What follows belongs to an exercise in optimizing a design on an open flow for small area, a short achievable clock period and few clock cycles; a production flow would make more cautious choices. Function was checked by simulation only, so behaviour that the tests miss may differ from the original.

==> design/flow/design.v <==
module top(
    input  wire        clk,
    input  wire        rst,
    input  wire [63:0] i_data,
    input  wire        start,
    output wire [15:0] address,
    output reg         o_valid,
    output reg  [63:0] out_data,
    output reg         out_valid,
    output reg         done,
    output reg  [15:0] o_address,
    output wire [9:0]  done_cnt
);
    reg  [6:0] n;
    reg  [2:0] m;           
    reg        done_r;
    wire [6:0] n1 = n + 7'd1;
    assign address  = {9'd0, n};
    assign done_cnt = {9'd0, done_r};
    reg row0;               
    reg hopf;               
    reg flush;              
    reg left, right;        
    always @(posedge clk) begin
        if (rst || !start) begin
            n       <= 7'd0;
            m       <= 3'd0;
            o_valid <= 1'b1;
            row0    <= 1'b0;
            hopf    <= 1'b0;
            flush   <= 1'b0;
            left    <= 1'b0;
            right   <= 1'b0;
        end else if (n != 7'd114) begin
            n       <= n1;
            m       <= (m == 3'd4) ? 3'd0 : m + 3'd1;
            o_valid <= (n1 < 7'd100);
            row0    <= (n1 >= 7'd2)  && (n1 < 7'd7);
            hopf    <= (n1 >= 7'd3)  && (n1 < 7'd13);
            flush   <= (n1 >= 7'd102);
            left    <= (m == 3'd3);            
            right   <= (m == 3'd2);            
        end
    end
    always @(posedge clk) begin
        if (rst) begin
            out_valid <= 1'b0;
            done      <= 1'b0;
            done_r    <= 1'b0;
        end else begin
            out_valid <= start && (n >= 7'd14) && (n <= 7'd113);
            done      <= start && (n == 7'd113);
            if (start && n == 7'd113) done_r <= 1'b1;
        end
    end
    function gt16(input [15:0] a, input [15:0] b);
        reg [15:0] g, l;
        reg [7:0] g1, l1;
        reg [3:0] g2, l2;
        reg [1:0] g3, l3;
        integer i;
        begin
            g = a & ~b;
            l = ~a & b;
            for (i = 0; i < 8; i = i + 1) begin
                g1[i] = g[2*i+1] | (~l[2*i+1] & g[2*i]);
                l1[i] = l[2*i+1] | (~g[2*i+1] & l[2*i]);
            end
            for (i = 0; i < 4; i = i + 1) begin
                g2[i] = g1[2*i+1] | (~l1[2*i+1] & g1[2*i]);
                l2[i] = l1[2*i+1] | (~g1[2*i+1] & l1[2*i]);
            end
            for (i = 0; i < 2; i = i + 1) begin
                g3[i] = g2[2*i+1] | (~l2[2*i+1] & g2[2*i]);
                l3[i] = l2[2*i+1] | (~g2[2*i+1] & l2[2*i]);
            end
            gt16 = g3[1] | (~l3[1] & g3[0]);
        end
    endfunction
    function [15:0] max2(input [15:0] a, input [15:0] b);
        max2 = gt16(a, b) ? a : b;
    endfunction
    reg  [255:0] ring [0:4];    
    wire [255:0] head = ring[4];
    wire [63:0]  hQ = head[255:192], hR = head[191:128], hS = head[127:64], hY = head[63:0];
    wire [255:0] r0 = ring[0];
    wire [63:0]  r0R = r0[255:192], r0S = r0[191:128], r0P = r0[127:64], r0X = r0[63:0];
    reg  [63:0]  X;
    wire [63:0]  x = X;
    reg  [63:0]  vout, pn, q1;
    integer j;
    always @(*) begin
        for (j = 0; j < 4; j = j + 1) begin
            vout[16*j +: 16] = (flush || gt16(hQ[16*j +: 16], x[16*j +: 16])) ? hQ[16*j +: 16] : x[16*j +: 16];
            pn[16*j +: 16]   = (!row0 && (flush || gt16(hY[16*j +: 16], x[16*j +: 16])))
                               ? hY[16*j +: 16] : x[16*j +: 16];
            q1[16*j +: 16]   = (!hopf && gt16(r0R[16*j +: 16], r0P[16*j +: 16])) ? r0R[16*j +: 16] : r0P[16*j +: 16];
        end
    end
    always @(posedge clk) begin
        X       <= i_data;
        ring[0] <= {hR, hS, pn, x};
        ring[1] <= {q1, r0S, r0P, r0X};
        ring[2] <= ring[1];
        ring[3] <= ring[2];
        ring[4] <= ring[3];
    end
    reg [63:0] Vr;
    reg [15:0] sp2, sp3, ss1, ss2, sq3;     
    reg [15:0] ps2, pq3;                    
    wire [15:0] q0 = Vr[15:0], q1v = Vr[31:16], q2 = Vr[47:32], q3 = Vr[63:48];
    wire [15:0] p1 = max2(q0, q1v);
    wire [15:0] s2 = max2(q2, q3);
    wire [15:0] p2 = max2(p1, q2);
    wire [15:0] p3 = max2(p1, s2);
    wire [15:0] s1 = max2(q1v, s2);
    wire [15:0] o0 = (!left  && gt16(ps2, sp2)) ? ps2 : sp2;
    wire [15:0] o1 = (!left  && gt16(pq3, sp3)) ? pq3 : sp3;
    wire [15:0] o2 = (!right && gt16(q0, sp3))  ? q0  : sp3;
    wire [15:0] o3 = (!right && gt16(p1, ss1))  ? p1  : ss1;
    always @(posedge clk) begin
        Vr        <= vout;
        sp2       <= p2;
        sp3       <= p3;
        ss1       <= s1;
        ss2       <= s2;
        sq3       <= q3;
        ps2       <= ss2;
        pq3       <= sq3;
        out_data  <= {o3, o2, o1, o0};
        o_address <= {9'd0, n - 7'd14};
    end
endmodule
==> design/flow/flow/run.sh <==
#!/bin/bash
# The standard layout (bash standard.sh), with two changes to how it is made; the clock,
# the SDC and the synthesis are unchanged:
#  - timing repair aims at a setup slack of 11.6 ns instead of 0, so the resizer keeps
#    shortening the critical paths well below the 16 ns clock period;
#  - the port buffers are buf_4 cells rather than the resizer's default choice.
set -euo pipefail
bash standard.sh SETUP_SLACK_MARGIN=11.6 "BUFFER_PORTS_ARGS=-buffer_cell sky130_fd_sc_hd__buf_4" "CTS_ARGS=-sink_clustering_enable -repair_clock_nets -root_buf sky130_fd_sc_hd__clkbuf_16 -buf_list {sky130_fd_sc_hd__clkbuf_8 sky130_fd_sc_hd__clkbuf_16} -sink_clustering_size 16 -sink_clustering_max_diameter 50 -dont_use_dummy_load" finish > standard_flow.log 2>&1
==> design/flow/standard.sh <==
#!/bin/bash
# synth_recipe.tcl (not shown) runs the flow's synth.tcl, then flattens the netlist and writes it again
# the make line also repeats each setting of config.mk as NAME=value (left out here)
make -C /OpenROAD-flow-scripts/flow DESIGN_CONFIG=/design/flow/config.mk WORK_HOME=/design/flow/orfs CLKGATE_MAP_FILE= SYNTH_SCRIPT=/design/flow/synth_recipe.tcl "${@:-finish}"
==> design/flow/config.mk <==
export PLATFORM = sky130hd
export DESIGN_NAME = top
export DESIGN_NICKNAME = top
export VERILOG_FILES = /design/flow/design.v
export SDC_FILE = /design/flow/constraint.sdc
export NUM_CORES = 4
export LEC_CHECK = 0
export CAP_MARGIN = 20
export CORE_MARGIN = 2
export CORE_UTILIZATION = 40
export SLEW_MARGIN = 20
==> design/flow/constraint.sdc <==
create_clock -name core_clock -period 16.0 [get_ports {clk}]
set_input_delay 3.2000 -clock core_clock [delete_from_list [all_inputs] [get_ports {clk}]]
set_output_delay 3.2000 -clock core_clock [all_outputs]
set_load 0.01 [all_outputs]
==> summary.md, run 1 <==
| Metric | Value |
|---|---|
| Status | `timing/DRC/antenna clean` |
| I/O Buffers | `148` |
| Seq/Total Area, Yosys | `74.2%` |
| Fmax | `227 MHz` |
| Worst path max stage delay | `390 ps` |
| M2 GR Usage | `24.3%` |
| Synth Register Bits | `1610` |
| Crit-path slowest cell | `dfxtp_4` |
| Top-count cell post-synth | `dfxtp_1` |
| Area growth syn-to-layout | `18.6%` |
| FF+latch area | `0.0324 mm2` |
| Worst rel slew slack | `23.4%` |
| GRT Total Usage | `15.8%` |
| Drt first pass iters | `5` |
| Clk latency of the worst-skew pair | `730 ps` |
| # setup viols final | `0` |
| Crit path kind | `reg2out` |
| Synth Instances | `3286` |
| Final ANT Viol Nets | `0` |
| Core Rows | `120` |
| Routed WL per cell | `17.7 um` |
| Final Hold Fails | `0` |
| Dpl cells | `4789` |
| Share of post-route cells with drive strength above 1 | `20.4%` |
| Async SR Flop Fraction | `0%` |
| Drt total wl | `88800 um` |
| # H-tree levels | `4` |
| Worst hold slack | `262 ps` |
| Via count | `23200` |
| Synth area leaders | `dfxtp_1, maj3_1, mux2_2, inv_1, o21ai_0` |
| Count of final max-slew check failures | `0` |
| GRT Max-Usage Layer | `met2` |
| Initial core utilization | `40.4%` |
| DR iter-0 viols | `1299` |
| Setup slack after layout | `11600 ps` |
| Die height | `333 um` |
| Residual DRC | `0` |
| M1 GR Usage | `22.3%` |
| GRT overflow | `0` |
| Fin crit period | `4400 ps` |
| CP Capture Type | `primary output` |
| Synth Cell Area | `0.0434 mm2` |
| Crit start category | `flop` |
| Post-Place Worst Slack | `10400 ps` |
| RSZ-0062 raised after global routing | `true` |
| Via density per instance | `4.62` |
| Final HPWL DP | `60900 um` |
| CP Buf/Inv Count | `1` |
| Top post-synthesis cells by count | `dfxtp_1, inv_1, maj3_1` |
| Clock Tree Root | `clkbuf_16` |
| HP Class | `reg2reg` |
| CTS tree | `done` |
| Distinct cells, synth | `78` |
| Synth Warn # | `2` |
| Worst-Margin Slew | `1150 ps` |
| Die width | `333 um` |
| Antenna violations before repair | `6` |
| TritonCTS buffer count | `138` |
| Gp weighted congestion | `0.903` |
| Area leader, netlist | `dfxtp_1` |
| Met3 Use GR | `3.03%` |
| Cell-by-cell trace of the critical path | `buf_6` |
| Core box area | `0.107 mm2` |
| Setup Skew | `84.7 ps` |
| Cells on Worst Hold Path | `0` |
| Post-synth EDFFs | `0` |
| Synth Flop Type | `dfxtp_1` |
| Syn avg cell area | `13.2 um2` |
| First-pass GRT wire length | `133000 um` |
| I/O pin cnt | `176` |
| Final worst-path cycle share | `27.5%` |
| Reg2Reg Depth | `15` |
| Worst path required time | `12800 ps` |
| Area of the multi-input gates | `0.0107 mm2` |
| Vias in the first global route | `22200` |
| TNS Setup | `0 ps` |
| Layout Nets | `3685` |
| TritonCTS Sinks | `1610` |
| Data arrival time of the critical path | `1200 ps` |
| Pin count of the biggest net entering global routing | `29` |
| Worst-path fanout max | `1` |
| Post-route non-filler standard cell count | `5013` |
| Fill count | `9352` |
| Max-capacitance violation count | `0` |
| Crit path depth | `1` |
| Family with the most delay on the worst path | `flip-flops` |
| Die ar. | `0.111 mm2` |
| Clock transition at the registers of the reported paths | `60 ps` |
| Synth top area share | `74.2%` |
| Clock Path Buffers | `3` |
cells by family after synthesis:
kind of cell    Yosys count  synth area share, %
compound gates          439                 6.43
xor+xnor                 12                0.242
fa+ha+maj               219                 5.17
buf+inv                 308                 3.06
flops                  1610                 74.2
mux                     216                 5.47
other cells               1              0.00864
simple gates            481                 5.38
sequential cells by signal (all words and copies together), names as in the netlist, 3 cells and up:
register   count
ps2           16
m              3
n              7
Vr            64
X             64
ring        1280
sp2           16
ss1           16
sq3           16
sp3           16
pq3           16
out_data      64
ss2           16
o_address      7
final timing paths:
check,start,to,slack (ps)
worst max-delay path,out_data[48],out_data[48],11600
worst min-delay path,ring[2][21],ring[3][21],260
worst max register to register,ring[4][32],ring[0][104],11670
worst min register to register,ring[2][21],ring[3][21],260
metal layers:
layer / vias up / share of wire [%]
li1: 11500 / -
met1: 11000 / 49
met2: 535 / 44
met3: 138 / 5.0
met4: 2 / 2.4
met5: - / 0.018
cells in the final DEF, fill, tap and decap left out, types with 58 or more instances in the layout:
| master | Yosys | final |
|---|---|---|
| dfxtp_1 | 1610 | 1523 |
| inv_1 | 216 | 213 |
| nand2_1 | 179 | 177 |
| maj3_1 | 188 | 174 |
| buf_4 | 28 | 159 |
| clkbuf_16 | 0 | 141 |
| o21ai_0 | 160 | 134 |
| mux2_2 | 107 | 102 |
| nand2b_1 | 78 | 77 |
| nor2_1 | 76 | 72 |
| a21oi_1 | 80 | 70 |
| buf_6 | 3 | 69 |
| dfxtp_2 | 0 | 66 |
| mux2i_1 | 79 | 58 |
repair_timing:
action                     4_1_cts  5_1_grt
buffers inserted                35       37
hold buffers                     0        0
resized for setup              260      126
gates cloned                     6        4
setup endpoints to repair      236      221
pin swaps                       26       44
stage by stage:
step,instance area [um2],util (%)
floorplan,43500,-
global placement,46000,42.9
detailed placement,46000,42.9
CTS,50700,47.3
global route,51500,48.0
finish,51500,48.0
area by class of cell:
class | instances | share of cell area (%)
Inverter | 216 | 1.57
Sequential cell | 1610 | 62.9
Clock buffer | 138 | 6.71
Antenna cell | 4 | 0.0194
Tap cell | 1403 | 3.41
Timing Repair Buffer | 246 | 4.56
Multi-Input combinational cell | 1396 | 20.8
Testbench counts, summed over its fixed seeds: cycles 2,736.
==> run 2, diff against run 1 <==
==> design/flow/flow/run.sh (replaced) <==
#!/bin/bash
# The standard layout (bash standard.sh), with two changes to how it is made; the clock,
# the SDC and the synthesis are unchanged:
#  - timing repair aims at a setup slack of 11.5 ns instead of 0, so the resizer keeps
#    shortening the critical paths well below the 16 ns clock period;
#  - the port buffers are buf_4 cells rather than the resizer's default choice.
set -euo pipefail
bash standard.sh SETUP_SLACK_MARGIN=11.5 "BUFFER_PORTS_ARGS=-buffer_cell sky130_fd_sc_hd__buf_4" "CTS_ARGS=-sink_clustering_enable -repair_clock_nets -buf_list sky130_fd_sc_hd__clkbuf_8 -sink_clustering_size 16 -sink_clustering_max_diameter 50 -dont_use_dummy_load" finish > standard_flow.log 2>&1
--- a/design/flow/config.mk
+++ b/design/flow/config.mk
@@ -9,3 +9,3 @@
 export CORE_MARGIN = 2
-export CORE_UTILIZATION = 40
+export CORE_UTILIZATION = 55
 export SLEW_MARGIN = 20
==> summary.md, run 2 <==
| Metric | Value |
|---|---|
| TNS Setup | `0 ps (unchanged)` |
| Final Hold Fails | `0 (unchanged)` |
| I/O Buffers | `148 (unchanged)` |
| Top reg by flops | `ring (unchanged)` |
| Worst-Margin Slew | `1030 ps (was 1150 ps)` |
| Fill count | `6081 (was 9352)` |
| Reg2Reg Depth | `19 (was 15)` |
| Syn avg cell area | `13.2 um2 (unchanged)` |
| Die width | `285 um (was 333 um)` |
| CP Capture Type | `flop (was primary output)` |
| Final HPWL DP | `62200 um (was 60900 um)` |
| Vias in the first global route | `23400 (was 22200)` |
| # H-tree levels | `4 (unchanged)` |
| CTS tree | `done (unchanged)` |
| RSZ-0062 raised after global routing | `true (unchanged)` |
| Post-cts hold buffer count | `0 (unchanged)` |
| First-pass GRT wire length | `136000 um (was 133000 um)` |
| TritonCTS Sinks | `1610 (unchanged)` |
| Commonest non-fill, non-tap cell in the layout | `dfxtp_1 (unchanged)` |
| Fmax | `215 MHz (was 227 MHz)` |
| Highest-count cells in the layout ignoring fill and taps | `dfxtp_1, inv_1, maj3_1, buf_4, nand2_1 (was dfxtp_1, inv_1, nand2_1)` |
| Max-capacitance violation count | `0 (unchanged)` |
| Synth Cell Area | `0.0434 mm2 (unchanged)` |
| Via count | `23100 (was 23200)` |
| Worst rel slew slack | `31.3% (was 23.4%)` |
| Max FFs per register | `1280 (unchanged)` |
| Drt total wl | `89100 um (was 88800 um)` |
| Clock Tree Root | `clkbuf_8 (was clkbuf_16)` |
| Worst-path fanout max | `6 (was 1)` |
| Seq/Total Area, Yosys | `74.2% (unchanged)` |
| Distinct cells, synth | `78 (unchanged)` |
| GRT overflow | `0 (unchanged)` |
| Final ANT Viol Nets | `0 (unchanged)` |
| Pin count of the biggest net entering global routing | `29 (unchanged)` |
| Initial core utilization | `55.2% (was 40.4%)` |
| HP Class | `reg2reg (unchanged)` |
| DR iter-0 viols | `1294 (was 1299)` |
| Gp weighted congestion | `0.891 (was 0.903)` |
| Synth Warn # | `2 (unchanged)` |
| Synth Instances | `3286 (unchanged)` |
| Cells on Worst Hold Path | `0 (unchanged)` |
| Synth Flop Type | `dfxtp_1 (unchanged)` |
| Data arrival time of the critical path | `5230 ps (was 1200 ps)` |
| Setup Skew | `102 ps (was 84.7 ps)` |
| I/O pin cnt | `176 (unchanged)` |
| Worst path required time | `16590 ps (was 12800 ps)` |
| Die height | `285 um (was 333 um)` |
| Clk latency of the worst-skew pair | `800 ps (was 730 ps)` |
| Fin crit period | `4640 ps (was 4400 ps)` |
| Count of final max-slew check failures | `0 (unchanged)` |
| Residual DRC | `0 (unchanged)` |
| Status | `timing/DRC/antenna clean (unchanged)` |
| Crit start category | `flop (unchanged)` |
| Routed WL per cell | `19.2 um (was 17.7 um)` |
| GRT Total Usage | `21.9% (was 15.8%)` |
| TritonCTS buffer count | `136 (was 138)` |
| Via density per instance | `4.98 (was 4.62)` |
| Top post-synthesis cells by count | `dfxtp_1, inv_1, maj3_1 (unchanged)` |
| Share of post-route cells with drive strength above 1 | `18.6% (was 20.4%)` |
| Final worst-path cycle share | `29.0% (was 27.5%)` |
| Clock Path Buffers | `3 (unchanged)` |
| Crit path kind | `reg2reg (was reg2out)` |
| Post-synth EDFFs | `0 (unchanged)` |
| Layout Nets | `3673 (was 3685)` |
| Area leader, netlist | `dfxtp_1 (unchanged)` |
| Antenna violations before repair | `8 (was 6)` |
| Area growth syn-to-layout | `13.2% (was 18.6%)` |
| Core Rows | `103 (was 120)` |
| Async SR Flop Fraction | `0% (unchanged)` |
| Die ar. | `0.0812 mm2 (was 0.111 mm2)` |
| Drt first pass iters | `7 (was 5)` |
| Synth Register Bits | `1610 (unchanged)` |
| # setup viols final | `0 (unchanged)` |
| Top-count cell post-synth | `dfxtp_1 (unchanged)` |
| Synth top area share | `74.2% (unchanged)` |
| Synth area leaders | `dfxtp_1, maj3_1, mux2_2, inv_1, o21ai_0 (unchanged)` |
| Core box area | `0.0786 mm2 (was 0.107 mm2)` |
| Clock transition at the registers of the reported paths | `90 ps (was 60 ps)` |
-- run 2: final timing paths --
| check | startpoint | endpoint | slack [ps] |
|---|---|---|---|
| setup / recovery | Vr[33] | ss1[14] | 11360 |
| hold / removal | ring[1][43] | ring[2][43] | 220 |
| setup reg to reg | Vr[33] | ss1[14] | 11360 |
| hold reg to reg | ring[1][43] | ring[2][43] | 220 |
-- run 2: cells by family after synthesis --
kind of cell | Yosys count | synth area share (%)
simple gates | 481 | 5.38
buf+inv | 308 | 3.06
compound gates | 439 | 6.43
flops | 1610 | 74.2
xor+xnor | 12 | 0.242
mux | 216 | 5.47
fa+ha+maj | 219 | 5.17
other cells | 1 | 0.00864
-- run 2: routing by layer --
layer  vias up  wire, um  GRT usage (%)
li1      11400         -              -
met5         -         0              0
met1     11100     42500           30.5
met2       503     40500           34.9
met3       146      4160           4.11
met4         0      1890           6.44
-- run 2: stage by stage --
step | utilization, % | setup slack (ps) | area, um2 | hold WS [ps] | cells
5_1_grt | 62.5 | 11180 | 49100 | 211 | 4645
4_1_cts | 61.7 | 11390 | 48500 | 204 | 4617
2_1_floorplan | - | 11770 | 43500 | 310 | 3312
3_5_place_dp | 58.0 | 9820 | 45600 | 312 | 4433
6_report | 62.5 | 11360 | 49100 | 220 | 4646
3_3_place_gp | 58.0 | 10040 | 45600 | 309 | 4433
-- run 2: what timing repair did --
| item | 4_1_cts | 5_1_grt |
|---|---|---|
| setup endpoints to repair | 171 | 140 |
| gates resized for setup | 166 | 105 |
| endpoints found under the hold margin | 0 | 0 |
| pin swaps | 23 | 32 |
| buffers inserted | 46 | 25 |
| cloned | 2 | 2 |
-- run 2: layout make-up --
class / count / area, um2 / area share [%]
Sequential cell: 1610 / 32300 / 65.8
Timing Repair Buffer: 236 / 2140 / 4.36
Multi-Input combinational cell: 1396 / 10700 / 21.7
Antenna cell: 2 / 5.00 / 0.0102
Clock buffer: 136 / 1870 / 3.81
Tap cell: 1050 / 1310 / 2.67
Inverter: 216 / 811 / 1.65
-- run 2: critical path, cell delays in order (launching register included) --
cell and delay [ps]:
dfxtp_1 510, nand2b_1 110, a2111oi_2 450, o2111ai_2 170
o211ai_1 300, a211oi_4 150, buf_12 180, buf_12 140
buf_4 140, buf_12 110, mux2i_4 170, o21ai_2 100
a2111oi_4 510, a31oi_4 170, a221o_1 360, o21ai_2 70
maj3_2 270, buf_12 120, buf_8 110, mux2_2 320
==> run 3, diff against run 2 <==
--- a/design/flow/config.mk
+++ b/design/flow/config.mk
@@ -9,3 +9,3 @@
 export CORE_MARGIN = 2
-export CORE_UTILIZATION = 55
+export CORE_UTILIZATION = 40
 export SLEW_MARGIN = 20
==> summary.md, run 3 <==
| Metric | Value |
|---|---|
| Syn avg cell area | `13.2 um2 (unchanged)` |
| FF+latch area | `0.0324 mm2 (was 0.0323 mm2)` |
| Via density per instance | `4.59 (was 4.98)` |
| Final core occ | `46.2% (was 62.5%)` |
| Max-capacitance violation count | `0 (unchanged)` |
| Synth Register Bits | `1610 (unchanged)` |
| Post-synth EDFFs | `0 (unchanged)` |
| Initial core utilization | `40.4% (was 55.2%)` |
| Antenna violations before repair | `10 (was 8)` |
| Data arrival time of the critical path | `1290 ps (was 5230 ps)` |
| Reg2Reg Depth | `13 (was 19)` |
| GRT Total Usage | `15.6% (was 21.9%)` |
| Post-route non-filler standard cell count | `5000 (was 4646)` |
| Crit path launch | `out_data[50] (was Vr[33])` |
| Residual DRC | `0 (unchanged)` |
| Status | `timing/DRC/antenna clean (unchanged)` |
| GRT overflow | `0 (unchanged)` |
| Final ANT Viol Nets | `0 (unchanged)` |
| Fin crit period | `4490 ps (was 4640 ps)` |
| Core box area | `0.107 mm2 (was 0.0786 mm2)` |
| Mux share of post-synthesis cell area | `5.47% (unchanged)` |
| Synth Flop Type | `dfxtp_1 (unchanged)` |
| Setup Skew | `111 ps (was 102 ps)` |
| Die width | `333 um (was 285 um)` |
| Clock Tree Root | `clkbuf_8 (unchanged)` |
| Synth Cell Area | `0.0434 mm2 (unchanged)` |
| I/O Buffers | `148 (unchanged)` |
| Gp weighted congestion | `0.903 (was 0.891)` |
| Dpl cells | `4789 (was 4433)` |
| Min-delay src | `ring[2][21] (was ring[1][43])` |
| Largest family of logic cells by synthesized area | `compound AO/OA/AOI/OAI gates (unchanged)` |
| Hold worst-path end | `ring[3][21] (was ring[2][43])` |
| TritonCTS Sinks | `1610 (unchanged)` |
| Layout Nets | `3667 (was 3673)` |
| Drt first pass iters | `6 (was 7)` |
| Pin count of the biggest net entering global routing | `29 (unchanged)` |
| Area of the multi-input gates | `0.0105 mm2 (was 0.0107 mm2)` |
| CTS tree | `done (unchanged)` |
| Crit-path slowest cell | `dfxtp_4 (was dfxtp_1)` |
| Share of post-route cells with drive strength above 1 | `19.5% (was 18.6%)` |
| DR iter-0 viols | `1168 (was 1294)` |
| Area leader, netlist | `dfxtp_1 (unchanged)` |
| Area share of fa/ha/maj cells after synthesis | `5.17% (unchanged)` |
| Highest-count cells in the layout ignoring fill and taps | `dfxtp_1, inv_1, maj3_1 (was dfxtp_1, inv_1, maj3_1, buf_4, nand2_1)` |
| Via count | `22900 (was 23100)` |
| I/O pin cnt | `176 (unchanged)` |
| Simple-gate area share of the yosys netlist | `5.38% (unchanged)` |
| Final HPWL DP | `60900 um (was 62200 um)` |
| First-pass GRT wire length | `131000 um (was 136000 um)` |
| Synth Instances | `3286 (unchanged)` |
| Capturing point of the worst reg2reg path | `out_data[18] (was ss1[14])` |
| Final Hold Fails | `0 (unchanged)` |
| RSZ-0062 raised after global routing | `true (unchanged)` |
| Synth Warn # | `2 (unchanged)` |
| Area growth syn-to-layout | `14.3% (was 13.2%)` |
| TritonCTS buffer count | `138 (was 136)` |
| Synth top area share | `74.2% (unchanged)` |
| Die height | `333 um (was 285 um)` |
| Clk latency of the worst-skew pair | `820 ps (was 800 ps)` |
| Fill count | `9572 (was 6081)` |
| Worst-Margin Slew | `1040 ps (was 1030 ps)` |
| Async SR Flop Fraction | `0% (unchanged)` |
| Distinct cells, synth | `78 (unchanged)` |
| Cell-by-cell trace of the critical path | `buf_6 (was nand2b_1 -> a2111oi_2 -> o2111ai_2 -> o211ai_1 -> a211oi_4 -> buf_12 -> buf_12 -> buf_4 -> buf_12 -> mux2i_4 -> o21ai_2 -> a2111oi_4 -> a31oi_4 -> a221o_1 -> o21ai_2 -> maj3_2 -> buf_12 -> buf_8 -> mux2_2)` |
| Top reg by flops | `ring (unchanged)` |
| Seq/Total Area, Yosys | `74.2% (unchanged)` |
| Die ar. | `0.111 mm2 (was 0.0812 mm2)` |
| Compound-gate portion of the synthesized area | `6.43% (unchanged)` |
| Worst-path fanout max | `1 (was 6)` |
| R2R Setup Slk | `11600 ps (was 11360 ps)` |
| Clock Path Buffers | `3 (unchanged)` |
| Crit path kind | `reg2out (was reg2reg)` |
| Routed WL per cell | `17.5 um (was 19.2 um)` |
| Worst path required time | `12800 ps (was 16590 ps)` |
| Final worst-path cycle share | `28.1% (was 29.0%)` |
| TNS Setup | `0 ps (unchanged)` |
| Clock transition at the registers of the reported paths | `90 ps (about the same)` |
| CP Capture Type | `primary output (was flop)` |
| Worst path max stage delay | `400 ps (was 510 ps)` |
| Cells on Worst Hold Path | `0 (unchanged)` |
| Max FFs per register | `1280 (unchanged)` |
| Top-count cell post-synth | `dfxtp_1 (unchanged)` |
| Post-cts hold buffer count | `0 (unchanged)` |
| Drt total wl | `87500 um (was 89100 um)` |
| Worst rel slew slack | `30.5% (was 31.3%)` |
| CP Buf/Inv Count | `1 (was 6)` |
| Crit start category | `flop (unchanged)` |
| Vias in the first global route | `22000 (was 23400)` |
| Core Rows | `120 (was 103)` |
| # H-tree levels | `4 (unchanged)` |
| Family with the most delay on the worst path | `flip-flops (was compound AO/OA/AOI/OAI gates)` |
| Fraction of synthesized cell area in xor and xnor cells | `0.242% (unchanged)` |
| HP Class | `reg2reg (unchanged)` |
| Synth area leaders | `dfxtp_1, maj3_1, mux2_2, inv_1, o21ai_0 (unchanged)` |
| # setup viols final | `0 (unchanged)` |
| Commonest non-fill, non-tap cell in the layout | `dfxtp_1 (unchanged)` |
| R2R Path Start | `sp3[0] (was Vr[33])` |
| Fmax | `223 MHz (was 215 MHz)` |
| Count of final max-slew check failures | `0 (unchanged)` |
| Top post-synthesis cells by count | `dfxtp_1, inv_1, maj3_1 (unchanged)` |
[run 3: cell counts after synthesis]
Identical to the previous run, type by type.
[run 3: per-layer routing]
metal | wire length, um | GRT usage, %
met1 | 43300 | 22.0
met4 | 2470 | 5.47
met2 | 37600 | 23.8
met3 | 4090 | 2.98
met5 | 16 | 0
[run 3: cell families (layout without fill, tap and decap cells)]
family,Yosys count,count (layout)
XOR/XNOR,12,12
flip-flops,1610,1610
AND/OR/NAND/NOR,481,481
other,1,36
multiplexers,216,216
adder cells (fa/ha/maj),219,219
buffers and inverters,308,583
AO/OA/AOI/OAI,439,440
[run 3: per-stage QoR]
stage	worst slack [ps]	area (um2)	hold slack (ps)
floorplan	11770	43500	310
global placement	10420	46000	310
detailed placement	10400	46000	312
CTS	11410	49100	237
global route	11430	49600	244
finish	11510	49600	247
[run 3: repair_timing]
item,in CTS,in global routing
gates cloned,2,4
pin swaps,17,31
setup buffers,30,28
setup endpoints to repair,245,185
resized for setup,269,90
[run 3: cell type report]
type | instances | share of cell area (%)
clock buffers | 138 | 3.83
repair buffers | 229 | 4.46
multi-input cells | 1395 | 21.2
well taps | 1403 | 3.54
flip-flops and latches | 1610 | 65.3
diodes | 9 | 0.0454
inverters | 216 | 1.63
[run 3: worst max path at each step]
stage | endpoint | slack, ps | cells after the start
floorplan | Vr[46] | 11770 | 14
global placement | sp3[9] | 10420 | 15
detailed placement | sp3[10] | 10400 | 15
CTS | out_data[4] | 11410 | 1
global route | out_data[4] | 11430 | 1
finish | out_data[50] | 11510 | 1
==> run 4, diff against run 3 <==
--- a/design/flow/flow/run.sh
+++ b/design/flow/flow/run.sh
@@ -7,2 +7,2 @@
 set -euo pipefail
-bash standard.sh SETUP_SLACK_MARGIN=11.5 "BUFFER_PORTS_ARGS=-buffer_cell sky130_fd_sc_hd__buf_4" "CTS_ARGS=-sink_clustering_enable -repair_clock_nets -buf_list sky130_fd_sc_hd__clkbuf_8 -sink_clustering_size 16 -sink_clustering_max_diameter 50 -dont_use_dummy_load" finish > standard_flow.log 2>&1
+bash standard.sh SETUP_SLACK_MARGIN=11.5 "BUFFER_PORTS_ARGS=-buffer_cell sky130_fd_sc_hd__buf_4" "CTS_ARGS=-sink_clustering_enable -repair_clock_nets -buf_list sky130_fd_sc_hd__clkbuf_8 -sink_clustering_size 20 -sink_clustering_max_diameter 60 -dont_use_dummy_load" finish > standard_flow.log 2>&1
==> summary.md, run 4 <==
| Metric | Value |
|---|---|
| Status | `timing/DRC/antenna clean (unchanged)` |
| Core box area | `0.107 mm2 (unchanged)` |
| Synth Flop Type | `dfxtp_1 (unchanged)` |
| Simple-gate area share of the yosys netlist | `5.38% (unchanged)` |
| Die width | `333 um (unchanged)` |
| Crit path kind | `reg2out (unchanged)` |
| Max-capacitance violation count | `0 (unchanged)` |
| Async SR Flop Fraction | `0% (unchanged)` |
| Family with the most delay on the worst path | `flip-flops (unchanged)` |
| Die height | `333 um (unchanged)` |
| Commonest non-fill, non-tap cell in the layout | `dfxtp_1 (unchanged)` |
| Crit-path slowest cell | `dfxtp_4 (unchanged)` |
| Post-synth EDFFs | `0 (unchanged)` |
| R2R Setup Slk | `11610 ps (was 11600 ps)` |
| Pin count of the biggest net entering global routing | `29 (unchanged)` |
| I/O pin cnt | `176 (unchanged)` |
| Setup Skew | `111 ps (about the same)` |
| GRT Total Usage | `15.4% (was 15.6%)` |
| Highest-count cells in the layout ignoring fill and taps | `dfxtp_1, inv_1, maj3_1 (unchanged)` |
| CP Capture Type | `primary output (unchanged)` |
| Worst-path fanout max | `1 (unchanged)` |
| Crit start category | `flop (unchanged)` |
| Antenna violations before repair | `7 (was 10)` |
| Top reg by flops | `ring (unchanged)` |
| Clock Tree Root | `clkbuf_8 (unchanged)` |
| Synth area leaders | `dfxtp_1, maj3_1, mux2_2, inv_1, o21ai_0 (unchanged)` |
| TritonCTS buffer count | `103 (was 138)` |
| Area leader, netlist | `dfxtp_1 (unchanged)` |
| Via density per instance | `4.58 (was 4.59)` |
| Drt first pass iters | `6 (unchanged)` |
| Fin crit period | `4500 ps (was 4490 ps)` |
| Worst rel slew slack | `30.3% (was 30.5%)` |
| # setup viols final | `0 (unchanged)` |
| Final worst-path cycle share | `28.1% (about the same)` |
| Worst path max stage delay | `400 ps (about the same)` |
| Fmax | `222 MHz (was 223 MHz)` |
| Syn avg cell area | `13.2 um2 (unchanged)` |
| Vias in the first global route | `21700 (was 22000)` |
| Distinct cells, synth | `78 (unchanged)` |
| # H-tree levels | `3 (was 4)` |
| Synth Cell Area | `0.0434 mm2 (unchanged)` |
| Area share of fa/ha/maj cells after synthesis | `5.17% (unchanged)` |
| Area growth syn-to-layout | `13.3% (was 14.3%)` |
| Count of final max-slew check failures | `0 (unchanged)` |
| GRT overflow | `0 (unchanged)` |
| Gp weighted congestion | `0.903 (unchanged)` |
| Clk latency of the worst-skew pair | `790 ps (was 820 ps)` |
| Synth Instances | `3286 (unchanged)` |
| Fill count | `9624 (was 9572)` |
| Synth Register Bits | `1610 (unchanged)` |
| I/O Buffers | `148 (unchanged)` |
| Fraction of synthesized cell area in xor and xnor cells | `0.242% (unchanged)` |
| RSZ-0062 raised after global routing | `true (unchanged)` |
| Min-delay src | `ring[1][120] (was ring[2][21])` |
| Data arrival time of the critical path | `1300 ps (was 1290 ps)` |
| Routed WL per cell | `17.5 um (about the same)` |
| Area of the multi-input gates | `0.0105 mm2 (about the same)` |
| Clock transition at the registers of the reported paths | `100 ps (was 90 ps)` |
| FF+latch area | `0.0324 mm2 (about the same)` |
| HP Class | `reg2reg (unchanged)` |
| Initial core utilization | `40.4% (unchanged)` |
| Final HPWL DP | `60900 um (unchanged)` |
| CP Buf/Inv Count | `1 (unchanged)` |
| Share of post-route cells with drive strength above 1 | `18.6% (was 19.5%)` |
| Final Hold Fails | `0 (unchanged)` |
| Synth Warn # | `2 (unchanged)` |
| Capturing point of the worst reg2reg path | `ring[0][102] (was out_data[18])` |
| Hold worst-path end | `ring[2][120] (was ring[3][21])` |
| DR iter-0 viols | `1235 (was 1168)` |
| Top post-synthesis cells by count | `dfxtp_1, inv_1, maj3_1 (unchanged)` |
| Core Rows | `120 (unchanged)` |
| Cells on Worst Hold Path | `0 (unchanged)` |
| TNS Setup | `0 ps (unchanged)` |
| Top-count cell post-synth | `dfxtp_1 (unchanged)` |
| Compound-gate portion of the synthesized area | `6.43% (unchanged)` |
| Layout Nets | `3644 (was 3667)` |
| Max FFs per register | `1280 (unchanged)` |
| CTS tree | `done (unchanged)` |
| Seq/Total Area, Yosys | `74.2% (unchanged)` |
| First-pass GRT wire length | `130000 um (was 131000 um)` |
| Synth top area share | `74.2% (unchanged)` |
| Clock Path Buffers | `3 (unchanged)` |
| Residual DRC | `0 (unchanged)` |
| Final ANT Viol Nets | `0 (unchanged)` |
| Drt total wl | `87000 um (was 87500 um)` |
| Worst path required time | `12800 ps (about the same)` |
| Worst-Margin Slew | `1050 ps (was 1040 ps)` |
| Cell-by-cell trace of the critical path | `buf_6 (unchanged)` |
| Die ar. | `0.111 mm2 (unchanged)` |
| Largest family of logic cells by synthesized area | `compound AO/OA/AOI/OAI gates (unchanged)` |
| Post-cts hold buffer count | `0 (unchanged)` |
| TritonCTS Sinks | `1610 (unchanged)` |
| Mux share of post-synthesis cell area | `5.47% (unchanged)` |
| Reg2Reg Depth | `15 (was 13)` |
| Via count | `22800 (was 22900)` |
| R2R Path Start | `ring[4][32] (was sp3[0])` |
[run 4: cell types whose count changed in the layout (fill, tap and decap cells not counted), sizes merged]
cell,before,now
clkbuf,140,105
buf,227,238
diode,9,6
o21a,7,8
[run 4: timing repair]
action                                  CTS  global route
endpoints found under the setup margin  234           184
cloned                                    1             5
hold endpoints to repair                  0             0
gates resized for setup                 258            87
buffers inserted                         26            44
pin swaps                                16            30
[run 4: kinds of logic after synthesis]
kind of cell | count (synthesis)
DFF | 1610
and+or+nand+nor | 481
AOI/OAI and AO/OA | 439
xor gates and xnor gates | 12
buffers and inverters | 308
adders and majority gates | 219
other | 1
muxes | 216
[run 4: layout make-up]
cell class	count	area share (%)
multi-input combinational	1396	21.4
tap	1403	3.57
sequential	1610	65.8
antenna	6	0.0305
timing repair buffer	240	4.60
clock buffer	103	2.88
inverter	216	1.65
[run 4: worst max-delay path by stage]
stage                       from      endpoint  slack [ps]  cells after the start
floorplan                  X[32]        Vr[46]       11770                     14
global placement          Vr[60]        sp3[9]       10420                     15
detailed placement        Vr[60]       sp3[10]       10400                     15
CTS                 out_data[50]  out_data[50]       11410                      1
global route        out_data[50]  out_data[50]       11430                      1
finish              out_data[48]  out_data[48]       11500                      1
[run 4: metal layers]
metal	part of all wire (%)	vias to the layer above	wire, um	track usage (%)
li1	-	11400	-	-
met1	50	10800	43500	22.0
met2	43	485	37400	23.7
met3	4.5	136	3940	2.85
met4	2.4	2	2080	4.49
met5	0.018	-	16	0
[run 4: worst reg2reg max path: cells and delay by family, from the launching register on]
family,cells,cell delay [ps]
fa+ha+maj,8,2550
compound gates,2,540
flops,1,340
buf+inv,2,330
mux,1,320
simple gates,2,210
[run 4: per-stage QoR]
step / worst slack (ps) / hold slack [ps] / utilization, % / instances / area [um2]
finish: 11500 / 246 / 45.8 / 4974 / 49200
global route: 11430 / 241 / 45.8 / 4970 / 49200
CTS: 11410 / 246 / 45.2 / 4919 / 48500
detailed placement: 10400 / 312 / 42.9 / 4789 / 46000
global placement: 10420 / 310 / 42.9 / 4788 / 46000
floorplan: 11770 / 310 / - / 3312 / 43500
==> run 5, diff against run 4 <==
==> design/flow/flow/run.sh (replaced) <==
#!/bin/bash
# The standard layout (bash standard.sh), with two changes to how it is made; the clock,
# the SDC and the synthesis are unchanged:
#  - timing repair aims at a setup slack of 11.5 ns instead of 0, so the resizer keeps
#    shortening the critical paths well below the 16 ns clock period;
#  - the port buffers are buf_2 cells rather than the resizer's default choice.
set -euo pipefail
bash standard.sh SETUP_SLACK_MARGIN=11.5 "BUFFER_PORTS_ARGS=-buffer_cell sky130_fd_sc_hd__buf_2" "CTS_ARGS=-sink_clustering_enable -repair_clock_nets -buf_list sky130_fd_sc_hd__clkbuf_8 -sink_clustering_size 16 -sink_clustering_max_diameter 50 -dont_use_dummy_load" finish > standard_flow.log 2>&1
==> summary.md, run 5 <==
| Metric | Value |
|---|---|
| Via count | `22800 (about the same)` |
| Data arrival time of the critical path | `1300 ps (about the same)` |
| Clock transition at the registers of the reported paths | `90 ps (was 100 ps)` |
| Area of the multi-input gates | `0.0105 mm2 (about the same)` |
| R2R Path Start | `Vr[0] (was ring[4][32])` |
| Clock Tree Root | `clkbuf_8 (unchanged)` |
| RSZ-0062 raised after global routing | `true (unchanged)` |
| Residual DRC | `0 (unchanged)` |
| Drt first pass iters | `5 (was 6)` |
| Count of final max-slew check failures | `0 (unchanged)` |
| I/O Buffers | `148 (unchanged)` |
| GRT Total Usage | `15.6% (was 15.4%)` |
| Setup Skew | `116 ps (was 111 ps)` |
| First-pass GRT wire length | `131000 um (was 130000 um)` |
| TritonCTS buffer count | `138 (was 103)` |
| Die width | `333 um (unchanged)` |
| TritonCTS Sinks | `1610 (unchanged)` |
| Synth Flop Type | `dfxtp_1 (unchanged)` |
| Fin crit period | `4500 ps (about the same)` |
| Crit-path slowest cell | `dfxtp_4 (unchanged)` |
| Initial core utilization | `40.4% (unchanged)` |
| Area leader, netlist | `dfxtp_1 (unchanged)` |
| Vias in the first global route | `21800 (was 21700)` |
| Seq/Total Area, Yosys | `74.2% (unchanged)` |
| Synth Instances | `3286 (unchanged)` |
| Top post-synthesis cells by count | `dfxtp_1, inv_1, maj3_1 (unchanged)` |
| Async SR Flop Fraction | `0% (unchanged)` |
| Final worst-path cycle share | `28.1% (about the same)` |
| Largest family of logic cells by synthesized area | `compound AO/OA/AOI/OAI gates (unchanged)` |
| GRT overflow | `0 (unchanged)` |
| Top-count cell post-synth | `dfxtp_1 (unchanged)` |
| Worst hold slack | `218 ps (was 246 ps)` |
| Worst path max stage delay | `370 ps (was 400 ps)` |
| Core box area | `0.107 mm2 (unchanged)` |
| Crit path kind | `reg2out (unchanged)` |
| Family with the most delay on the worst path | `flip-flops (unchanged)` |
| Max-capacitance violation count | `0 (unchanged)` |
| Mux share of post-synthesis cell area | `5.47% (unchanged)` |
| Share of post-route cells with drive strength above 1 | `18.6% (about the same)` |
| Distinct cells, synth | `78 (unchanged)` |
| Layout Nets | `3658 (was 3644)` |
| Worst path required time | `12800 ps (about the same)` |
| Area share of fa/ha/maj cells after synthesis | `5.17% (unchanged)` |
| Crit path launch | `n[3] (was out_data[48])` |
| Highest-count cells in the layout ignoring fill and taps | `dfxtp_1, inv_1, maj3_1 (unchanged)` |
| Pin count of the biggest net entering global routing | `29 (unchanged)` |
| Min-delay src | `ring[0][21] (was ring[1][120])` |
| Routed WL per cell | `17.5 um (about the same)` |
| CP Capture Type | `primary output (unchanged)` |
| Final HPWL DP | `60900 um (about the same)` |
| Fill count | `9616 (was 9624)` |
| Status | `timing/DRC/antenna clean (unchanged)` |
| HP Class | `reg2reg (unchanged)` |
| Simple-gate area share of the yosys netlist | `5.38% (unchanged)` |
| Synth Register Bits | `1610 (unchanged)` |
| Final ANT Viol Nets | `0 (unchanged)` |
| DR iter-0 viols | `1245 (was 1235)` |
| Crit start category | `flop (unchanged)` |
| Clock Path Buffers | `3 (unchanged)` |
| FF+latch area | `0.0324 mm2 (about the same)` |
| Final Hold Fails | `0 (unchanged)` |
| Top reg by flops | `ring (unchanged)` |
| Gp weighted congestion | `0.875 (was 0.903)` |
| Syn avg cell area | `13.2 um2 (unchanged)` |
| Drt total wl | `87100 um (was 87000 um)` |
| Worst-path fanout max | `2 (was 1)` |
| Via density per instance | `4.58 (about the same)` |
| Post-cts hold buffer count | `0 (unchanged)` |
| Synth area leaders | `dfxtp_1, maj3_1, mux2_2, inv_1, o21ai_0 (unchanged)` |
| Post-synth EDFFs | `0 (unchanged)` |
| Compound-gate portion of the synthesized area | `6.43% (unchanged)` |
| Max FFs per register | `1280 (unchanged)` |
| Worst rel slew slack | `27.7% (was 30.3%)` |
| Worst-Margin Slew | `1080 ps (was 1050 ps)` |
| Synth Cell Area | `0.0434 mm2 (unchanged)` |
| Synth Warn # | `2 (unchanged)` |
| Die ar. | `0.111 mm2 (unchanged)` |
| Antenna violations before repair | `4 (was 7)` |
| Die height | `333 um (unchanged)` |
| Synth top area share | `74.2% (unchanged)` |
| # setup viols final | `0 (unchanged)` |
| Fraction of synthesized cell area in xor and xnor cells | `0.242% (unchanged)` |
| I/O pin cnt | `176 (unchanged)` |
| CTS tree | `done (unchanged)` |
| CP Buf/Inv Count | `1 (unchanged)` |
| Fmax | `222 MHz (about the same)` |
| Cell-by-cell trace of the critical path | `buf_6 (unchanged)` |
| TNS Setup | `0 ps (unchanged)` |
| Commonest non-fill, non-tap cell in the layout | `dfxtp_1 (unchanged)` |
| Area growth syn-to-layout | `13.3% (about the same)` |
| Clk latency of the worst-skew pair | `830 ps (was 790 ps)` |
| # H-tree levels | `4 (was 3)` |
| Core Rows | `120 (unchanged)` |
## run 5: changes by cell type in the layout (fill, tap and decap cells not counted), moves of 3 or more
cell      delta
buf_2       +95
diode_2      -3
buf_6       -26
mux2i_4      -5
dfxtp_2     -22
buf_4       -90
mux2i_1      -5
mux2i_2     +10
dfxtp_1     +22
clkbuf_8    +35
## run 5: per-layer routing
metal | global-route usage, % | part of all wire, % | vias up
met1 | 22.1 | 50 | 10800
met3 | 2.92 | 4.3 | 152
met4 | 5.82 | 2.7 | 0
li1 | - | - | 11400
met5 | 0 | 0 | -
met2 | 23.5 | 43 | 514
## run 5: logic make-up (layout without fill, tap and decap cells)
| logic type | after synthesis | after routing |
|---|---|---|
| compound gates | 439 | 440 |
| buf+inv | 308 | 574 |
| simple gates | 481 | 481 |
| flops | 1610 | 1610 |
| fa+ha+maj | 219 | 219 |
| mux | 216 | 216 |
| xor+xnor | 12 | 12 |
| other cells | 1 | 30 |
## run 5: stage by stage
step	instance area, um2	setup slack (ps)	util [%]	instances
after floorplan	43500	11770	-	3312
after global placement	45600	10520	42.5	4787
after detailed placement	45700	10520	42.5	4787
after CTS	48600	11390	45.3	4965
after global routing	49200	11410	45.8	4984
final	49200	11500	45.8	4985
## run 5: worst paths after layout
check	endpoint	slack, ps	cells after the start
hold reg to reg	ring[1][21]	220	0
setup reg to reg	out_data[37]	11560	14
setup / recovery	address[3]	11500	1
hold / removal	ring[1][21]	220	0
## run 5: repair_timing
| action | in CTS | in global routing |
|---|---|---|
| setup buffers | 37 | 15 |
| gates resized for setup | 174 | 124 |
| setup endpoints to repair | 241 | 211 |
| pin swaps | 14 | 31 |
| gates cloned | 3 | 2 |
## run 5: cell type report
| class | instances | area share (%) |
|---|---|---|
| Antenna cell | 3 | 0.0153 |
| Inverter | 216 | 1.65 |
| Timing Repair Buffer | 220 | 3.69 |
| Tap cell | 1403 | 3.57 |
| Multi-Input combinational cell | 1395 | 21.4 |
| Sequential cell | 1610 | 65.8 |
| Clock buffer | 138 | 3.86 |
==> run 6, diff against run 5 <==
--- a/design/flow/design.v
+++ b/design/flow/design.v
@@ -23,2 +23,3 @@
     reg left, right;        
+    reg leftv;              
     always @(posedge clk) begin
@@ -33,2 +34,3 @@
             right   <= 1'b0;
+            leftv   <= 1'b0;
         end else if (n != 7'd114) begin
@@ -42,2 +44,3 @@
             right   <= (m == 3'd2);            
+            leftv   <= (m == 3'd2);            
         end
@@ -108,4 +111,4 @@
     reg [63:0] Vr;
-    reg [15:0] sp2, sp3, ss1, ss2, sq3;     
-    reg [15:0] ps2, pq3;                    
+    reg [15:0] so0, sp3, ss1, ss2, sq3;     
+    reg [15:0] pq3;                         
     wire [15:0] q0 = Vr[15:0], q1v = Vr[31:16], q2 = Vr[47:32], q3 = Vr[63:48];
@@ -113,6 +116,6 @@
     wire [15:0] s2 = max2(q2, q3);
-    wire [15:0] p2 = max2(p1, q2);
+    wire [15:0] lq = (!leftv && gt16(ss2, q2)) ? ss2 : q2;
+    wire [15:0] o0n = max2(lq, p1);
     wire [15:0] p3 = max2(p1, s2);
     wire [15:0] s1 = max2(q1v, s2);
-    wire [15:0] o0 = (!left  && gt16(ps2, sp2)) ? ps2 : sp2;
     wire [15:0] o1 = (!left  && gt16(pq3, sp3)) ? pq3 : sp3;
@@ -122,3 +125,3 @@
         Vr        <= vout;
-        sp2       <= p2;
+        so0       <= o0n;
         sp3       <= p3;
@@ -127,5 +130,4 @@
         sq3       <= q3;
-        ps2       <= ss2;
         pq3       <= sq3;
-        out_data  <= {o3, o2, o1, o0};
+        out_data  <= {o3, o2, o1, so0};
         o_address <= {9'd0, n - 7'd14};
==> design/flow/flow/run.sh (replaced) <==
#!/bin/bash
# The standard layout (bash standard.sh), with two changes to how it is made; the clock,
# the SDC and the synthesis are unchanged:
#  - timing repair aims at a setup slack of 11.5 ns instead of 0, so the resizer keeps
#    shortening the critical paths well below the 16 ns clock period;
#  - the port buffers are buf_4 cells rather than the resizer's default choice.
set -euo pipefail
bash standard.sh SETUP_SLACK_MARGIN=11.5 "BUFFER_PORTS_ARGS=-buffer_cell sky130_fd_sc_hd__buf_4" "CTS_ARGS=-sink_clustering_enable -repair_clock_nets -buf_list sky130_fd_sc_hd__clkbuf_8 -sink_clustering_size 16 -sink_clustering_max_diameter 50 -dont_use_dummy_load" finish > standard_flow.log 2>&1
==> summary.md, run 6 <==
| Metric | Value |
|---|---|
| Min-delay src | `ring[3][67] (was ring[0][21])` |
| GRT overflow | `0 (unchanged)` |
| Via density per instance | `4.56 (was 4.58)` |
| Clock Path Buffers | `3 (unchanged)` |
| Drt total wl | `87100 um (about the same)` |
| Routed WL per cell | `17.6 um (was 17.5 um)` |
| Synth top area share | `73.9% (was 74.2%)` |
| DR iter-0 viols | `1167 (was 1245)` |
| Initial core utilization | `40.3% (was 40.4%)` |
| Setup Skew | `83.2 ps (was 116 ps)` |
| Synth Flop Type | `dfxtp_1 (unchanged)` |
| Family with the most delay on the worst path | `flip-flops (unchanged)` |
| Worst-Margin Slew | `1110 ps (was 1080 ps)` |
| Seq/Total Area, Yosys | `73.9% (was 74.2%)` |
| Drt first pass iters | `5 (unchanged)` |
| Top reg by flops | `ring (unchanged)` |
| Commonest non-fill, non-tap cell in the layout | `dfxtp_1 (unchanged)` |
| R2R Path Start | `Vr[60] (was Vr[0])` |
| Synth Register Bits | `1594 (was 1610)` |
| Post-route non-filler standard cell count | `4957 (was 4985)` |
| Die ar. | `0.111 mm2 (about the same)` |
| Final ANT Viol Nets | `0 (unchanged)` |
| HP Class | `reg2reg (unchanged)` |
| Vias in the first global route | `22000 (was 21800)` |
| Fraction of synthesized cell area in xor and xnor cells | `0.243% (was 0.242%)` |
| Worst path max stage delay | `400 ps (was 370 ps)` |
| Dpl cells | `4735 (was 4787)` |
| Post-synth EDFFs | `0 (unchanged)` |
| Fmax | `221 MHz (was 222 MHz)` |
| Synth area leaders | `dfxtp_1, maj3_1, mux2_2, mux2i_1, inv_1 (was dfxtp_1, maj3_1, mux2_2, inv_1, o21ai_0)` |
| First-pass GRT wire length | `130000 um (was 131000 um)` |
| Capturing point of the worst reg2reg path | `ss1[1] (was out_data[37])` |
| Largest family of logic cells by synthesized area | `multiplexers (was compound AO/OA/AOI/OAI gates)` |
| TritonCTS buffer count | `146 (was 138)` |
| Gp weighted congestion | `0.873 (was 0.875)` |
| Count of final max-slew check failures | `0 (unchanged)` |
| CTS tree | `done (unchanged)` |
| RSZ-0062 raised after global routing | `true (unchanged)` |
| Worst rel slew slack | `26.0% (was 27.7%)` |
| Synth Warn # | `2 (unchanged)` |
| # setup viols final | `0 (unchanged)` |
| Cells on Worst Hold Path | `0 (unchanged)` |
| Max-capacitance violation count | `0 (unchanged)` |
| Final worst-path cycle share | `28.3% (was 28.1%)` |
| Top-count cell post-synth | `dfxtp_1 (unchanged)` |
| Clock Tree Root | `clkbuf_8 (unchanged)` |
| Area share of fa/ha/maj cells after synthesis | `5.25% (was 5.17%)` |
| Residual DRC | `0 (unchanged)` |
| # H-tree levels | `4 (unchanged)` |
| Reg2Reg Depth | `17 (was 14)` |
| Simple-gate area share of the yosys netlist | `5.46% (was 5.38%)` |
| Worst-path fanout max | `1 (was 2)` |
| Data arrival time of the critical path | `1320 ps (was 1300 ps)` |
| Core Rows | `120 (unchanged)` |
| Crit-path slowest cell | `dfxtp_4 (unchanged)` |
| Hold worst-path end | `ring[4][67] (was ring[1][21])` |
| I/O Buffers | `148 (unchanged)` |
| I/O pin cnt | `176 (unchanged)` |
| Layout Nets | `3630 (was 3658)` |
| TNS Setup | `0 ps (unchanged)` |
| Clk latency of the worst-skew pair | `840 ps (was 830 ps)` |
| Post-cts hold buffer count | `0 (unchanged)` |
| CP Buf/Inv Count | `1 (unchanged)` |
| Worst path required time | `12800 ps (about the same)` |
| Antenna violations before repair | `4 (unchanged)` |
| TritonCTS Sinks | `1594 (was 1610)` |
| Highest-count cells in the layout ignoring fill and taps | `dfxtp_1, inv_1, maj3_1 (unchanged)` |
| Synth Cell Area | `0.0432 mm2 (was 0.0434 mm2)` |
| Cell-by-cell trace of the critical path | `buf_6 (unchanged)` |
| Max FFs per register | `1280 (unchanged)` |
| Final HPWL DP | `58800 um (was 60900 um)` |
| Top post-synthesis cells by count | `dfxtp_1, inv_1, maj3_1 (unchanged)` |
| Core box area | `0.107 mm2 (about the same)` |
| Share of post-route cells with drive strength above 1 | `20.4% (was 18.6%)` |
| Via count | `22600 (was 22800)` |
| CP Capture Type | `primary output (unchanged)` |
| Die height | `333 um (about the same)` |
| Mux share of post-synthesis cell area | `6.31% (was 5.47%)` |
| Die width | `333 um (about the same)` |
| Final Hold Fails | `0 (unchanged)` |
| Compound-gate portion of the synthesized area | `5.73% (was 6.43%)` |
| Fin crit period | `4520 ps (was 4500 ps)` |
| Area leader, netlist | `dfxtp_1 (unchanged)` |
| Clock transition at the registers of the reported paths | `90 ps (about the same)` |
| Crit start category | `flop (unchanged)` |
| Distinct cells, synth | `77 (was 78)` |
| Pin count of the biggest net entering global routing | `46 (was 29)` |
| GRT Total Usage | `15.5% (was 15.6%)` |
| Syn avg cell area | `13.3 um2 (was 13.2 um2)` |
| Async SR Flop Fraction | `0% (unchanged)` |
| Area growth syn-to-layout | `14.7% (was 13.3%)` |
| Status | `timing/DRC/antenna clean (unchanged)` |
| R2R Setup Slk | `11570 ps (was 11560 ps)` |
| Synth Instances | `3238 (was 3286)` |
| Crit path kind | `reg2out (unchanged)` |
[run 6: timing repair]
| item | 4_1_cts | 5_1_grt |
|---|---|---|
| pin swaps | 13 | 24 |
| resized for setup | 243 | 86 |
| setup buffers | 22 | 38 |
| setup endpoints to repair | 234 | 202 |
| gates cloned | 5 | 7 |
[run 6: through the flow]
stage | hold WS [ps] | area [um2] | worst slack (ps) | utilization [%]
2_1_floorplan | 310 | 43300 | 11730 | -
3_3_place_gp | 310 | 45800 | 10810 | 42.7
3_5_place_dp | 312 | 45800 | 10690 | 42.7
4_1_cts | 258 | 48800 | 11380 | 45.6
5_1_grt | 261 | 49500 | 11410 | 46.3
6_report | 263 | 49500 | 11480 | 46.3
[run 6: cells by family (layout without fill, tap and decap cells)]
| kind of cell | after synthesis | count (layout) |
|---|---|---|
| AO/OA/AOI/OAI | 382 | 383 |
| XOR/XNOR | 12 | 12 |
| adder cells (fa/ha/maj) | 221 | 223 |
| buffers and inverters | 309 | 593 |
| flip-flops | 1594 | 1594 |
| multiplexers | 245 | 245 |
| other | 1 | 30 |
| AND/OR/NAND/NOR | 474 | 474 |
[run 6: worst max-delay path by stage]
stage,startpoint,endpoint,slack (ps),cells after the start
6_report,out_data[17],out_data[17],11480,1
5_1_grt,out_data[23],out_data[23],11410,1
4_1_cts,out_data[34],out_data[34],11380,1
3_5_place_dp,Vr[24],out_data[49],10690,14
3_3_place_gp,Vr[24],so0[6],10810,14
2_1_floorplan,ring[0][112],ring[1][244],11730,14
[run 6: final cells by class]
class	count	area, um2
sequential	1594	32100
clock buffer	146	2010
tap	1403	1760
inverter	213	800
antenna	3	7.51
timing repair buffer	234	2290
fill	9638	57500
multi-input combinational	1364	10500
[run 6: layer usage]
metal	global-route usage [%]	part of all wire [%]
met5	0	0
met4	6.18	3.0
met1	21.6	50
met3	3.49	4.9
met2	23.1	43
Testbench counts of run 6, summed over its fixed seeds: cycles 2,736.
==> run 7, diff against run 6 <==
--- a/design/flow/flow/run.sh
+++ b/design/flow/flow/run.sh
@@ -5,3 +5,4 @@
 #    shortening the critical paths well below the 16 ns clock period;
-#  - the port buffers are buf_4 cells rather than the resizer's default choice.
+#  - the port buffers are buf_4 cells rather than the resizer's default choice;
+#  - the clock tree uses the CTS options below (clkbuf_8 buffers, no dummy loads).
 set -euo pipefail
--- a/design/flow/config.mk
+++ b/design/flow/config.mk
@@ -7,2 +7,3 @@
 export LEC_CHECK = 0
+export ABC_AREA = 1
 export CAP_MARGIN = 20
==> summary.md, run 7 <==
| Metric | Value |
|---|---|
| Status | `timing/DRC/antenna clean (unchanged)` |
| Drt total wl | `86800 um (was 87100 um)` |
| Crit-path slowest cell | `dfxtp_4 (unchanged)` |
| I/O Buffers | `148 (unchanged)` |
| Count of final max-slew check failures | `0 (unchanged)` |
| Clock Path Buffers | `3 (unchanged)` |
| Cell-by-cell trace of the critical path | `buf_6 (unchanged)` |
| CP Buf/Inv Count | `1 (unchanged)` |
| Final ANT Viol Nets | `0 (unchanged)` |
| Synth top area share | `73.8% (was 73.9%)` |
| Distinct cells, synth | `55 (was 77)` |
| Synth Warn # | `2 (unchanged)` |
| Synth Register Bits | `1594 (unchanged)` |
| CTS tree | `done (unchanged)` |
| Final HPWL DP | `62400 um (was 58800 um)` |
| Area leader, netlist | `dfxtp_1 (unchanged)` |
| # setup viols final | `0 (unchanged)` |
| Clock Tree Root | `clkbuf_8 (unchanged)` |
| I/O pin cnt | `176 (unchanged)` |
| Worst setup path endpoint | `out_data[50] (was out_data[17])` |
| Crit path depth | `1 (unchanged)` |
| Capturing point of the worst reg2reg path | `sp3[13] (was ss1[1])` |
| CP Capture Type | `primary output (unchanged)` |
| Synth Flop Type | `dfxtp_1 (unchanged)` |
| Data arrival time of the critical path | `1300 ps (was 1320 ps)` |
| Syn avg cell area | `10.5 um2 (was 13.3 um2)` |
| Synth Cell Area | `0.0432 mm2 (about the same)` |
| Crit start category | `flop (unchanged)` |
| Antenna violations before repair | `5 (was 4)` |
| Worst-path fanout max | `1 (unchanged)` |
| Vias in the first global route | `24200 (was 22000)` |
| Die height | `333 um (about the same)` |
| GRT overflow | `0 (unchanged)` |
| Post-route cell area | `0.0481 mm2 (was 0.0495 mm2)` |
| Placed Area | `0.0457 mm2 (was 0.0458 mm2)` |
| Reg2Reg Depth | `18 (was 17)` |
| Drt first pass iters | `6 (was 5)` |
| Crit path kind | `reg2out (unchanged)` |
| TNS Setup | `0 ps (unchanged)` |
| # H-tree levels | `4 (unchanged)` |
| HP Class | `reg2reg (unchanged)` |
| Routed WL per cell | `15.1 um (was 17.6 um)` |
| Core Rows | `120 (unchanged)` |
| Crit path launch | `out_data[50] (was out_data[17])` |
| TritonCTS buffer count | `138 (was 146)` |
| Fmax | `222 MHz (was 221 MHz)` |
| Via density per instance | `4.53 (was 4.56)` |
| Setup Skew | `96.5 ps (was 83.2 ps)` |
| Core box area | `0.107 mm2 (about the same)` |
| TritonCTS Sinks | `1594 (unchanged)` |
| Final worst-path cycle share | `28.1% (was 28.3%)` |
| Fin crit period | `4500 ps (was 4520 ps)` |
| Post-synth EDFFs | `0 (unchanged)` |
| Commonest non-fill, non-tap cell in the layout | `dfxtp_1 (unchanged)` |
| Post-cts hold buffer count | `0 (unchanged)` |
| Synth area leaders | `dfxtp_1, nand2_1, inv_1, o21ai_0, nand3_1 (was dfxtp_1, maj3_1, mux2_2, mux2i_1, inv_1)` |
| Worst rel slew slack | `30.9% (was 26.0%)` |
| Clock transition at the registers of the reported paths | `100 ps (was 90 ps)` |
| Worst hold slack | `242 ps (was 263 ps)` |
| Top reg by flops | `ring (unchanged)` |
| Via count | `26000 (was 22600)` |
| Top-count cell post-synth | `dfxtp_1 (unchanged)` |
| Initial core utilization | `40.3% (about the same)` |
| Die ar. | `0.111 mm2 (about the same)` |
| Clk latency of the worst-skew pair | `830 ps (was 840 ps)` |
| Share of post-route cells with drive strength above 1 | `10.4% (was 20.4%)` |
| Setup slack after layout | `11500 ps (was 11480 ps)` |
| R2R Path Start | `Vr[30] (was Vr[60])` |
| Top post-synthesis cells by count | `dfxtp_1, nand2_1, inv_1 (was dfxtp_1, inv_1, maj3_1)` |
| DR iter-0 viols | `1807 (was 1167)` |
| Worst path max stage delay | `370 ps (was 400 ps)` |
| Seq/Total Area, Yosys | `73.8% (was 73.9%)` |
| First-pass GRT wire length | `133000 um (was 130000 um)` |
| GRT Total Usage | `15.5% (about the same)` |
| Family with the most delay on the worst path | `flip-flops (unchanged)` |
| Max FFs per register | `1280 (unchanged)` |
| Area growth syn-to-layout | `11.2% (was 14.7%)` |
| Gp weighted congestion | `0.934 (was 0.873)` |
| Worst-Margin Slew | `1030 ps (was 1110 ps)` |
| Highest-count cells in the layout ignoring fill and taps | `dfxtp_1, nand2_1, inv_1 (was dfxtp_1, inv_1, maj3_1)` |
| R2R Setup Slk | `12090 ps (was 11570 ps)` |
| Max-capacitance violation count | `0 (unchanged)` |
| Pin count of the biggest net entering global routing | `33 (was 46)` |
| Synth Instances | `4104 (was 3238)` |
| Layout Nets | `4411 (was 3630)` |
| RSZ-0062 raised after global routing | `true (unchanged)` |
| Worst path required time | `12800 ps (about the same)` |
| Final Hold Fails | `0 (unchanged)` |
| Die width | `333 um (about the same)` |
| Residual DRC | `0 (unchanged)` |
| Post-Place Worst Slack | `11380 ps (was 10690 ps)` |
| Async SR Flop Fraction | `0% (unchanged)` |
run 7: final cells by class:
cell class                 count  area (um2)
fill                       10000       59100
sequential                  1594       32000
multi-input combinational   2025        9330
clock buffer                 138        1900
tap                         1403        1760
inverter                     414        1550
timing repair buffer         161        1510
antenna                        3        7.51
run 7: routing by layer:
| layer | share of wire, % | global-route usage [%] | vias to the layer above |
|---|---|---|---|
| met2 | 45 | 25.0 | 615 |
| met3 | 4.7 | 2.86 | 168 |
| met4 | 2.9 | 5.91 | 0 |
| met5 | 0 | 0 | - |
| li1 | - | - | 13300 |
| met1 | 48 | 20.8 | 12000 |
run 7: timing repair:
item | 4_1_cts | 5_1_grt
setup endpoints to repair | 80 | 77
hold endpoints to repair | 0 | 0
gates resized for setup | 157 | 13
pin swaps | 0 | 0
buffers inserted | 7 | 0
run 7: cell families after synthesis:
kind of cell	count (synthesis)	share of synthesized area, %
compound gates	559	7.45
xor+xnor	7	0.142
fa+ha+maj	10	0.289
buf+inv	511	4.87
flops	1594	73.8
other cells	1	0.00867
simple gates	1422	13.5
run 7: worst min-delay path by stage:
| stage | startpoint | endpoint | slack [ps] | cells past startpoint |
|---|---|---|---|---|
| final | ring[1][136] | ring[2][136] | 240 | 0 |
| after global routing | ring[1][136] | ring[2][136] | 240 | 0 |
| after floorplan | so0[0] | out_data[0] | 310 | 0 |
| after detailed placement | sq3[8] | pq3[8] | 310 | 0 |
| after global placement | ring[2][41] | ring[3][41] | 310 | 0 |
| after CTS | ring[1][136] | ring[2][136] | 240 | 0 |
run 7: stage by stage:
step | std cells | utilization [%]
finish | 5738 | 44.9
global route | 5738 | 44.9
CTS | 5735 | 44.8
global placement | 5590 | 42.6
floorplan | 4130 | -
detailed placement | 5590 | 42.6

## static timing again, ports no longer ideal
How much do the figures lean on ideal ports? The routed layouts below were timed once more, with nothing changed but the port constraints. Step 1 sets driving cells, clkbuf_16 on the clock port and buf_2 on the other inputs (assumed; they add their load-dependent delay and slew). Step 2, shift: input delay + t, output delay - t, t = (earliest + latest rising clock arrival at the registers) / 2. This alone moves slack from input paths to output paths. a / b / c = no drivers / after step 1 / after step 2; a / b = the first two.
| run | shift t [ns] | setup WS [ns] | clock arrival spread, ns | worst slew at a driven data input, ns | pins driven straight from the clock port |
|---|---|---|---|---|---|
| run 1 | 0.760 | 11.597 / 11.530 / 11.570 | 0.092 / 0.092 | 0.10 | 1 |
| run 2 | 0.816 | 11.355 / 11.355 / 11.355 | 0.108 / 0.109 | 0.04 | 1 |
| run 3 | 0.835 | 11.510 / 11.447 / 11.573 | 0.118 / 0.119 | 0.09 | 1 |
| run 4 | 0.806 | 11.499 / 11.437 / 11.610 | 0.139 / 0.139 | 0.09 | 1 |
| run 5 | 0.832 | 11.497 / 11.435 / 11.557 | 0.123 / 0.122 | 0.08 | 1 |
| run 6 | 0.861 | 11.478 / 11.413 / 11.503 | 0.096 / 0.095 | 0.06 | 1 |
| run 7 | 0.845 | 11.499 / 11.436 / 11.362 | 0.100 / 0.100 | 0.05 | 1 |
After both steps setup and hold are still met in every run listed. The setup slack of run 7, which loses most, moves by -0.063 ns with the drivers and by -0.137 ns with both steps.
